Context: an optimization exercise on an open-source flow, tuned for small area. The choices shown serve that exercise and are no tape-out recipe. Where RTL was checked, it was by simulation tests only, not by an equivalence proof against the original. Power is estimated from default activity; no workload was simulated. The flow treats the clock pin as an ideal source, which a real chip does not have.

==> flow/design.v <==
`timescale 1ns / 1ps
module moving_average # (
    parameter integer in_bits = 16,
    parameter integer out_bits = 16,
    parameter integer log2_samples = 8
    )(
    input wire [in_bits-1:0] in_data,
    input wire clk,
    input wire rst,  
    output wire [out_bits-1:0] out_data
    );
    localparam integer samples = 2**log2_samples;
    localparam integer reg_bits = in_bits+log2_samples;
    localparam integer depth = samples+1;    
    reg [depth*in_bits-1:0] line;
    reg [log2_samples:0] fill;
    reg [reg_bits-1:0] sum;
    wire [in_bits-1:0] newest = line[in_bits-1:0];
    wire [in_bits-1:0] oldest = line[depth*in_bits-1:(depth-1)*in_bits];
    wire sub_old = fill[log2_samples];
    wire [in_bits:0] da = {newest[in_bits-1], newest};
    wire [in_bits:0] db = ~({(in_bits+1){sub_old}} & {oldest[in_bits-1], oldest});
    wire [in_bits+1:0] dc;
    wire [in_bits:0] diff;
    assign dc[0] = 1'b1;
    genvar i;
    generate
    for (i = 0; i <= in_bits; i = i+1) begin : gen_diff
        assign diff[i] = da[i] ^ db[i] ^ dc[i];
        assign dc[i+1] = (da[i] & db[i]) | (dc[i] & (da[i] ^ db[i]));
    end
    endgenerate
    wire [reg_bits-1:0] sb = {{(reg_bits-in_bits-1){diff[in_bits]}}, diff};
    wire [reg_bits:0] sc;
    wire [reg_bits-1:0] next;
    assign sc[0] = 1'b0;
    generate
    for (i = 0; i < reg_bits; i = i+1) begin : gen_sum
        assign next[i] = sum[i] ^ sb[i] ^ sc[i];
        assign sc[i+1] = (sum[i] & sb[i]) | (sc[i] & (sum[i] ^ sb[i]));
    end
    endgenerate
    always @(posedge clk) begin
        line[depth*in_bits-1:in_bits] <= line[(depth-1)*in_bits-1:0];
        line[in_bits-1:0] <= rst ? {in_bits{1'b0}} : in_data;
    end
    always @(posedge clk) begin
        if (rst) begin
            fill <= {(log2_samples+1){1'b0}};
            sum <= {reg_bits{1'b0}};
        end
        else begin
            fill[log2_samples-1:0] <= fill[log2_samples-1:0] + 1'b1;
            if (&fill[log2_samples-1:0])
                fill[log2_samples] <= 1'b1;
            sum <= next;
        end
    end
    assign out_data = {sum[reg_bits-1], sum[reg_bits-3:reg_bits-out_bits-1]};
endmodule
clock: 8.0 ns
lec_check: 0
cap_margin: 20
core_margin: 2
core_utilization: 50
cts_cluster_diameter: 100
cts_cluster_size: 32
slew_margin: 20
run.sh (not shown) runs the stock make flow with config.mk's settings and CLKGATE_MAP_FILE= SYNTH_SCRIPT=/design/flow/synth_recipe.tcl, a recipe that flattens the netlist after the stock synthesis.
The baseline reached the layout checks and failed them: setup timing.
Edit:
==> flow/design.v (replaced) <==
`timescale 1ns / 1ps
module moving_average # (
    parameter integer in_bits = 16,
    parameter integer out_bits = 16,
    parameter integer log2_samples = 8
    )(
    input wire [in_bits-1:0] in_data,
    input wire clk,
    input wire rst,  
    output wire [out_bits-1:0] out_data
    );
    localparam integer samples = 2**log2_samples;
    localparam integer reg_bits = in_bits+log2_samples;
    localparam integer depth = samples+1;    
    localparam integer cut = 8;              
    localparam integer hi_bits = reg_bits-in_bits-1;
    reg [depth*in_bits-1:0] line;
    reg [log2_samples:0] fill;
    reg [reg_bits-1:0] sum;
    reg p_diff, p_sum;                       
    wire [in_bits-1:0] newest = line[in_bits-1:0];
    wire [in_bits-1:0] oldest = line[depth*in_bits-1:(depth-1)*in_bits];
    wire sub_old = fill[log2_samples];
    wire [in_bits:0] da = {newest[in_bits-1], newest};
    wire [in_bits:0] db = ~({(in_bits+1){sub_old}} & {oldest[in_bits-1], oldest});
    wire [in_bits+1:0] dc;
    wire [in_bits:0] diff;
    wire [in_bits+1:0] sc;
    wire [reg_bits-1:0] next;
    assign dc[0] = 1'b1;
    assign sc[0] = 1'b0;
    genvar i;
    generate
    for (i = 0; i <= in_bits; i = i+1) begin : gen_add
        wire dci = (i == cut) ? p_diff : dc[i];
        wire sci = (i == cut) ? p_sum : sc[i];
        assign diff[i] = da[i] ^ db[i] ^ dci;
        assign dc[i+1] = (da[i] & db[i]) | (dci & (da[i] ^ db[i]));
        assign next[i] = sum[i] ^ diff[i] ^ sci;
        assign sc[i+1] = (sum[i] & diff[i]) | (sci & (sum[i] ^ diff[i]));
    end
    endgenerate
    wire [hi_bits-1:0] sum_hi = sum[reg_bits-1:in_bits+1];
    wire [hi_bits-1:0] hi_inc = sum_hi + 1'b1;
    wire [hi_bits-1:0] hi_dec = sum_hi - 1'b1;
    wire up = sc[in_bits+1] & ~diff[in_bits];
    wire down = ~sc[in_bits+1] & diff[in_bits];
    assign next[reg_bits-1:in_bits+1] = up ? hi_inc : down ? hi_dec : sum_hi;
    always @(posedge clk) begin
        line[depth*in_bits-1:in_bits] <= line[(depth-1)*in_bits-1:0];
        line[in_bits-1:0] <= rst ? {in_bits{1'b0}} : in_data;
    end
    always @(posedge clk) begin
        if (rst) begin
            fill <= {(log2_samples+1){1'b0}};
            sum <= {reg_bits{1'b0}};
            p_diff <= 1'b0;
            p_sum <= 1'b0;
        end
        else begin
            fill[log2_samples-1:0] <= fill[log2_samples-1:0] + 1'b1;
            if (&fill[log2_samples-1:0])
                fill[log2_samples] <= 1'b1;
            sum <= next;
            p_diff <= dc[cut];
            p_sum <= sc[cut];
        end
    end
    wire [reg_bits-cut-1:0] total_hi = sum[reg_bits-1:cut] + p_diff + p_sum;
    wire [reg_bits-1:0] total = {total_hi, sum[cut-1:0]};
    assign out_data = {total[reg_bits-1], total[reg_bits-3:reg_bits-out_bits-1]};
endmodule
The changed run went through all stages and came out clean.
Wire length grows by 2.1%.
Critical path depth shrinks by 10.
Hold slack is about the same.
Total power grows by 1.4%.
Cell count grows by 1.0%.
First-iteration DRC count grows by 7.6%.
Maximum frequency grows by 54%.
Core utilization shrinks by 0.20 points.
Sequential power hardly moves.
Via count grows by 1.7%.
Synthesized area grows by 0.46%.
Global-route usage grows by 0.17 points.
Synthesized cell count grows by 1.1%.
Clock skew grows by 0.0033 ns.


02-25:
Another version of the RTL of moving_average (not shown whole).
Size in the first run: ~9000 cells after synthesis, about 4100 flip-flops.
==> module moving_average, before the edit <==
module moving_average # (
    parameter integer in_bits = 16,
    parameter integer out_bits = 16,
    parameter integer log2_samples = 8
    )(
    input wire [in_bits-1:0] in_data,
    input wire clk,
    input wire rst,  
    output wire [out_bits-1:0] out_data
    );
    localparam integer samples = 2**log2_samples;
    localparam integer reg_bits = in_bits+log2_samples;
    reg [reg_bits-1:0] in_data2;
    reg [reg_bits-1:0] buffer [samples-1:0];
    reg [reg_bits-1:0] out_data2;
    genvar i;
    generate
    for(i = 0; i < samples-1; i = i+1) begin : gen_buffer
        always @(posedge clk) begin
            if(rst) begin
                buffer[i][reg_bits-1:0] <= {(reg_bits){1'b0}};
            end
            else begin
                buffer[i][reg_bits-1:0] <= buffer[i+1][reg_bits-1:0];
            end
        end
    end
    endgenerate
    always @(posedge clk) begin
        if(rst) begin
            in_data2 <= {(reg_bits){1'b0}};
            buffer[samples-1][reg_bits-1:0] <= {(reg_bits){1'b0}};
            out_data2 <= {(reg_bits){1'b0}};
        end
        else begin
            in_data2 <= {{(log2_samples+1){in_data[in_bits-1]}}, in_data[in_bits-2:0]};
            buffer[samples-1][reg_bits-1:0] <= in_data2;
            out_data2 <= out_data2 + in_data2 - buffer[0][reg_bits-1:0];
        end
    end
    assign out_data = {out_data2[reg_bits-1],out_data2[reg_bits-3:reg_bits-out_bits-1]};
endmodule
Settings: LEC_CHECK=0, CAP_MARGIN=20, CORE_MARGIN=2, CORE_UTILIZATION=50, SLEW_MARGIN=20; clock period 8.0 ns.
The following lists how 03-10 was set up differently from 02-25:
==> flow/design.v <==
`timescale 1ns / 1ps
module moving_average # (
    parameter integer in_bits = 16,
    parameter integer out_bits = 16,
    parameter integer log2_samples = 8
    )(
    input wire [in_bits-1:0] in_data,
    input wire clk,
    input wire rst,  
    output wire [out_bits-1:0] out_data
    );
    localparam integer samples = 2**log2_samples;
    localparam integer reg_bits = in_bits+log2_samples;
    localparam integer depth = samples+1;    
    reg [depth*in_bits-1:0] line;
    reg [log2_samples:0] fill;               
    reg [reg_bits-1:0] sum;
    wire [in_bits-1:0] newest = line[in_bits-1:0];
    wire [in_bits-1:0] oldest = line[depth*in_bits-1:(depth-1)*in_bits];
    wire add_new = |fill;
    wire sub_old = (fill == depth);
    wire [reg_bits-1:0] add_val = add_new ? {{log2_samples{newest[in_bits-1]}}, newest} : {reg_bits{1'b0}};
    wire [reg_bits-1:0] sub_val = sub_old ? {{log2_samples{oldest[in_bits-1]}}, oldest} : {reg_bits{1'b0}};
    always @(posedge clk) begin
        line <= {line[(depth-1)*in_bits-1:0], in_data};
    end
    always @(posedge clk) begin
        if (rst) begin
            fill <= {(log2_samples+1){1'b0}};
            sum <= {reg_bits{1'b0}};
        end
        else begin
            if (!sub_old)
                fill <= fill + 1'b1;
            sum <= sum + add_val - sub_val;
        end
    end
    assign out_data = {sum[reg_bits-1], sum[reg_bits-3:reg_bits-out_bits-1]};
endmodule
Notes after the runs:
Relative to 02-25, count of clock-buffer cells in the layout decreased by about 5% in 03-10. The area growth from synthesis to layout in 03-10 sits 3.9 points above the value recorded for 02-25. Diff 02-25..03-10 | count of state elements after synthesis | negligible. 03-10 ends up with lower switching share of total power than 02-25 does. Diff 02-25 -> 03-10: register-to-register slack went down by 1460 ps, part of the power in the clock network went down by 1.5 points, detailed-routing wirelength on met1 went down by 26000 um. Changes observed in 03-10 relative to 02-25: met1 layer usage reported by global route now sits lower; number of non-clock inverters now sits lower; adder-cell share of the synthesized area now sits higher; clock period minus worst slack now sits higher; worst path setup slack after routing now sits lower. On number of cells on the worst reg-to-reg path: 03-10 sits above 02-25. 02-25 -> 03-10: mean cell area of the mapped netlist increased by more than half.


moving_average, a different RTL version from the one above (not shown whole).
Size: about 4400 cells after synthesis, ~4100 flip-flops, roughly 0.085 mm^2 of cells after synthesis.
==> module moving_average, before the edit <==
module moving_average # (
    parameter integer in_bits = 16,
    parameter integer out_bits = 16,
    parameter integer log2_samples = 8
    )(
    input wire [in_bits-1:0] in_data,
    input wire clk,
    input wire rst,  
    output wire [out_bits-1:0] out_data
    );
    localparam integer samples = 2**log2_samples;
    localparam integer reg_bits = in_bits+log2_samples;
    localparam integer depth = samples+1;    
    reg [depth*in_bits-1:0] line;
    reg [log2_samples:0] fill;
    reg [reg_bits-1:0] sum;
    wire [in_bits-1:0] newest = line[in_bits-1:0];
    wire [in_bits-1:0] oldest = line[depth*in_bits-1:(depth-1)*in_bits];
    wire sub_old = fill[log2_samples];
    wire [in_bits:0] da = {newest[in_bits-1], newest};
    wire [in_bits:0] db = ~({(in_bits+1){sub_old}} & {oldest[in_bits-1], oldest});
    wire [in_bits+1:0] dc;
    wire [in_bits:0] diff;
    assign dc[0] = 1'b1;
    genvar i;
    generate
    for (i = 0; i <= in_bits; i = i+1) begin : gen_diff
        assign diff[i] = da[i] ^ db[i] ^ dc[i];
        assign dc[i+1] = (da[i] & db[i]) | (dc[i] & (da[i] ^ db[i]));
    end
    endgenerate
    wire [in_bits+1:0] sc;
    wire [reg_bits-1:0] next;
    assign sc[0] = 1'b0;
    generate
    for (i = 0; i <= in_bits; i = i+1) begin : gen_sum
        assign next[i] = sum[i] ^ diff[i] ^ sc[i];
        assign sc[i+1] = (sum[i] & diff[i]) | (sc[i] & (sum[i] ^ diff[i]));
    end
    endgenerate
    localparam integer hi_bits = reg_bits-in_bits-1;
    wire [hi_bits-1:0] sum_hi = sum[reg_bits-1:in_bits+1];
    wire [hi_bits-1:0] hi_inc = sum_hi + 1'b1;
    wire [hi_bits-1:0] hi_dec = sum_hi - 1'b1;
    wire up = sc[in_bits+1] & ~diff[in_bits];
    wire down = ~sc[in_bits+1] & diff[in_bits];
    assign next[reg_bits-1:in_bits+1] = up ? hi_inc : down ? hi_dec : sum_hi;
    always @(posedge clk) begin
        line[depth*in_bits-1:in_bits] <= line[(depth-1)*in_bits-1:0];
        line[in_bits-1:0] <= rst ? {in_bits{1'b0}} : in_data;
    end
    always @(posedge clk) begin
        if (rst) begin
            fill <= {(log2_samples+1){1'b0}};
            sum <= {reg_bits{1'b0}};
        end
        else begin
            fill[log2_samples-1:0] <= fill[log2_samples-1:0] + 1'b1;
            if (&fill[log2_samples-1:0])
                fill[log2_samples] <= 1'b1;
            sum <= next;
        end
    end
    assign out_data = {sum[reg_bits-1], sum[reg_bits-3:reg_bits-out_bits-1]};
endmodule
Settings: LEC_CHECK=0, CAP_MARGIN=20, CORE_MARGIN=2, CORE_UTILIZATION=50, CTS_CLUSTER_DIAMETER=100, CTS_CLUSTER_SIZE=32, SLEW_MARGIN=20; clock period 8.0 ns.
The first run produced a layout that fails on setup timing.
Edit:
==> flow/design.v (replaced) <==
`timescale 1ns / 1ps
module moving_average # (
    parameter integer in_bits = 16,
    parameter integer out_bits = 16,
    parameter integer log2_samples = 8
    )(
    input wire [in_bits-1:0] in_data,
    input wire clk,
    input wire rst,  
    output wire [out_bits-1:0] out_data
    );
    localparam integer samples = 2**log2_samples;
    localparam integer reg_bits = in_bits+log2_samples;
    localparam integer depth = samples+1;    
    reg [depth*in_bits-1:0] line;
    reg [log2_samples:0] fill;               
    reg [reg_bits-1:0] sum;
    wire [in_bits-1:0] newest = line[in_bits-1:0];
    wire [in_bits-1:0] oldest = line[depth*in_bits-1:(depth-1)*in_bits];
    wire add_new = |fill;
    wire sub_old = (fill == depth);
    wire [reg_bits-1:0] add_val = add_new ? {{log2_samples{newest[in_bits-1]}}, newest} : {reg_bits{1'b0}};
    wire [reg_bits-1:0] sub_val = sub_old ? {{log2_samples{oldest[in_bits-1]}}, oldest} : {reg_bits{1'b0}};
    always @(posedge clk) begin
        line <= {line[(depth-1)*in_bits-1:0], in_data};
    end
    always @(posedge clk) begin
        if (rst) begin
            fill <= {(log2_samples+1){1'b0}};
            sum <= {reg_bits{1'b0}};
        end
        else begin
            if (!sub_old)
                fill <= fill + 1'b1;
            sum <= sum + add_val - sub_val;
        end
    end
    assign out_data = {sum[reg_bits-1], sum[reg_bits-3:reg_bits-out_bits-1]};
endmodule
After rerunning: With this change the flow finished with timing, DRC and antenna clean. Design area goes up by about 0.9%. Utilization grows by 0.21 points. Synthesized cell count rises by about 4%. Via count came out higher by about 4.5%. Hold slack loses 0.0060 ns. Clock skew climbs by 0.0087 ns. Routed wire length went up by about 8%. Sequential power barely changes. Power is higher by about 4%. Non-clock buffer count shrinks by 10. Worst setup slack is better by 3.6 ns. Die area grows by about 1.2%.
No functional check of the RTL was part of the first run of this note.

-- separate check: timing with driven ports --
No port has a modelled driver above. Below, the same layouts with a new extraction and two added sets of constraints.
Step 1 (the two cells are an assumption about what drives the block):
set clk [get_ports {clk}]
set_driving_cell -lib_cell sky130_fd_sc_hd__clkbuf_16 $clk
set_driving_cell -lib_cell sky130_fd_sc_hd__buf_2 [delete_from_list [all_inputs] $clk]
Step 2 times the ports against the registers' clock, not the clock port: input delays grow and output delays shrink by t, the midpoint of the rising clock arrivals with the driver on.
Three values: ideal ports, drivers, drivers and shift; two values: the first two.
run	shift t [ns]	slack for setup (ns)	hold WS [ns]	worst setup path after step 2	slew at the worst register clock pin (ns)
the first run of note 1	0.851	-1.559 / -1.559 / -1.559	0.322 / 0.322 / 0.322	register to register	0.11 / 0.11
the second run of note 1	0.849	1.782 / 1.782 / 1.782	0.321 / 0.321 / 0.321	register to register	0.12 / 0.12
02-25	0.984	4.298 / 4.217 / 4.082	0.406 / 0.406 / 0.406	input to register	0.07 / 0.07
03-10	0.987	3.284 / 3.284 / 3.284	0.292 / 0.292 / 0.292	register to register	0.07 / 0.07
the first run of note 3	0.857	-0.260 / -0.260 / -0.260	0.313 / 0.313 / 0.313	register to register	0.11 / 0.11
the second run of note 3	0.878	3.308 / 3.308 / 3.308	0.307 / 0.307 / 0.307	register to register	0.11 / 0.11
The setup slack of 02-25, which loses most, moves by -0.081 ns with the drivers and by -0.216 ns with both steps.
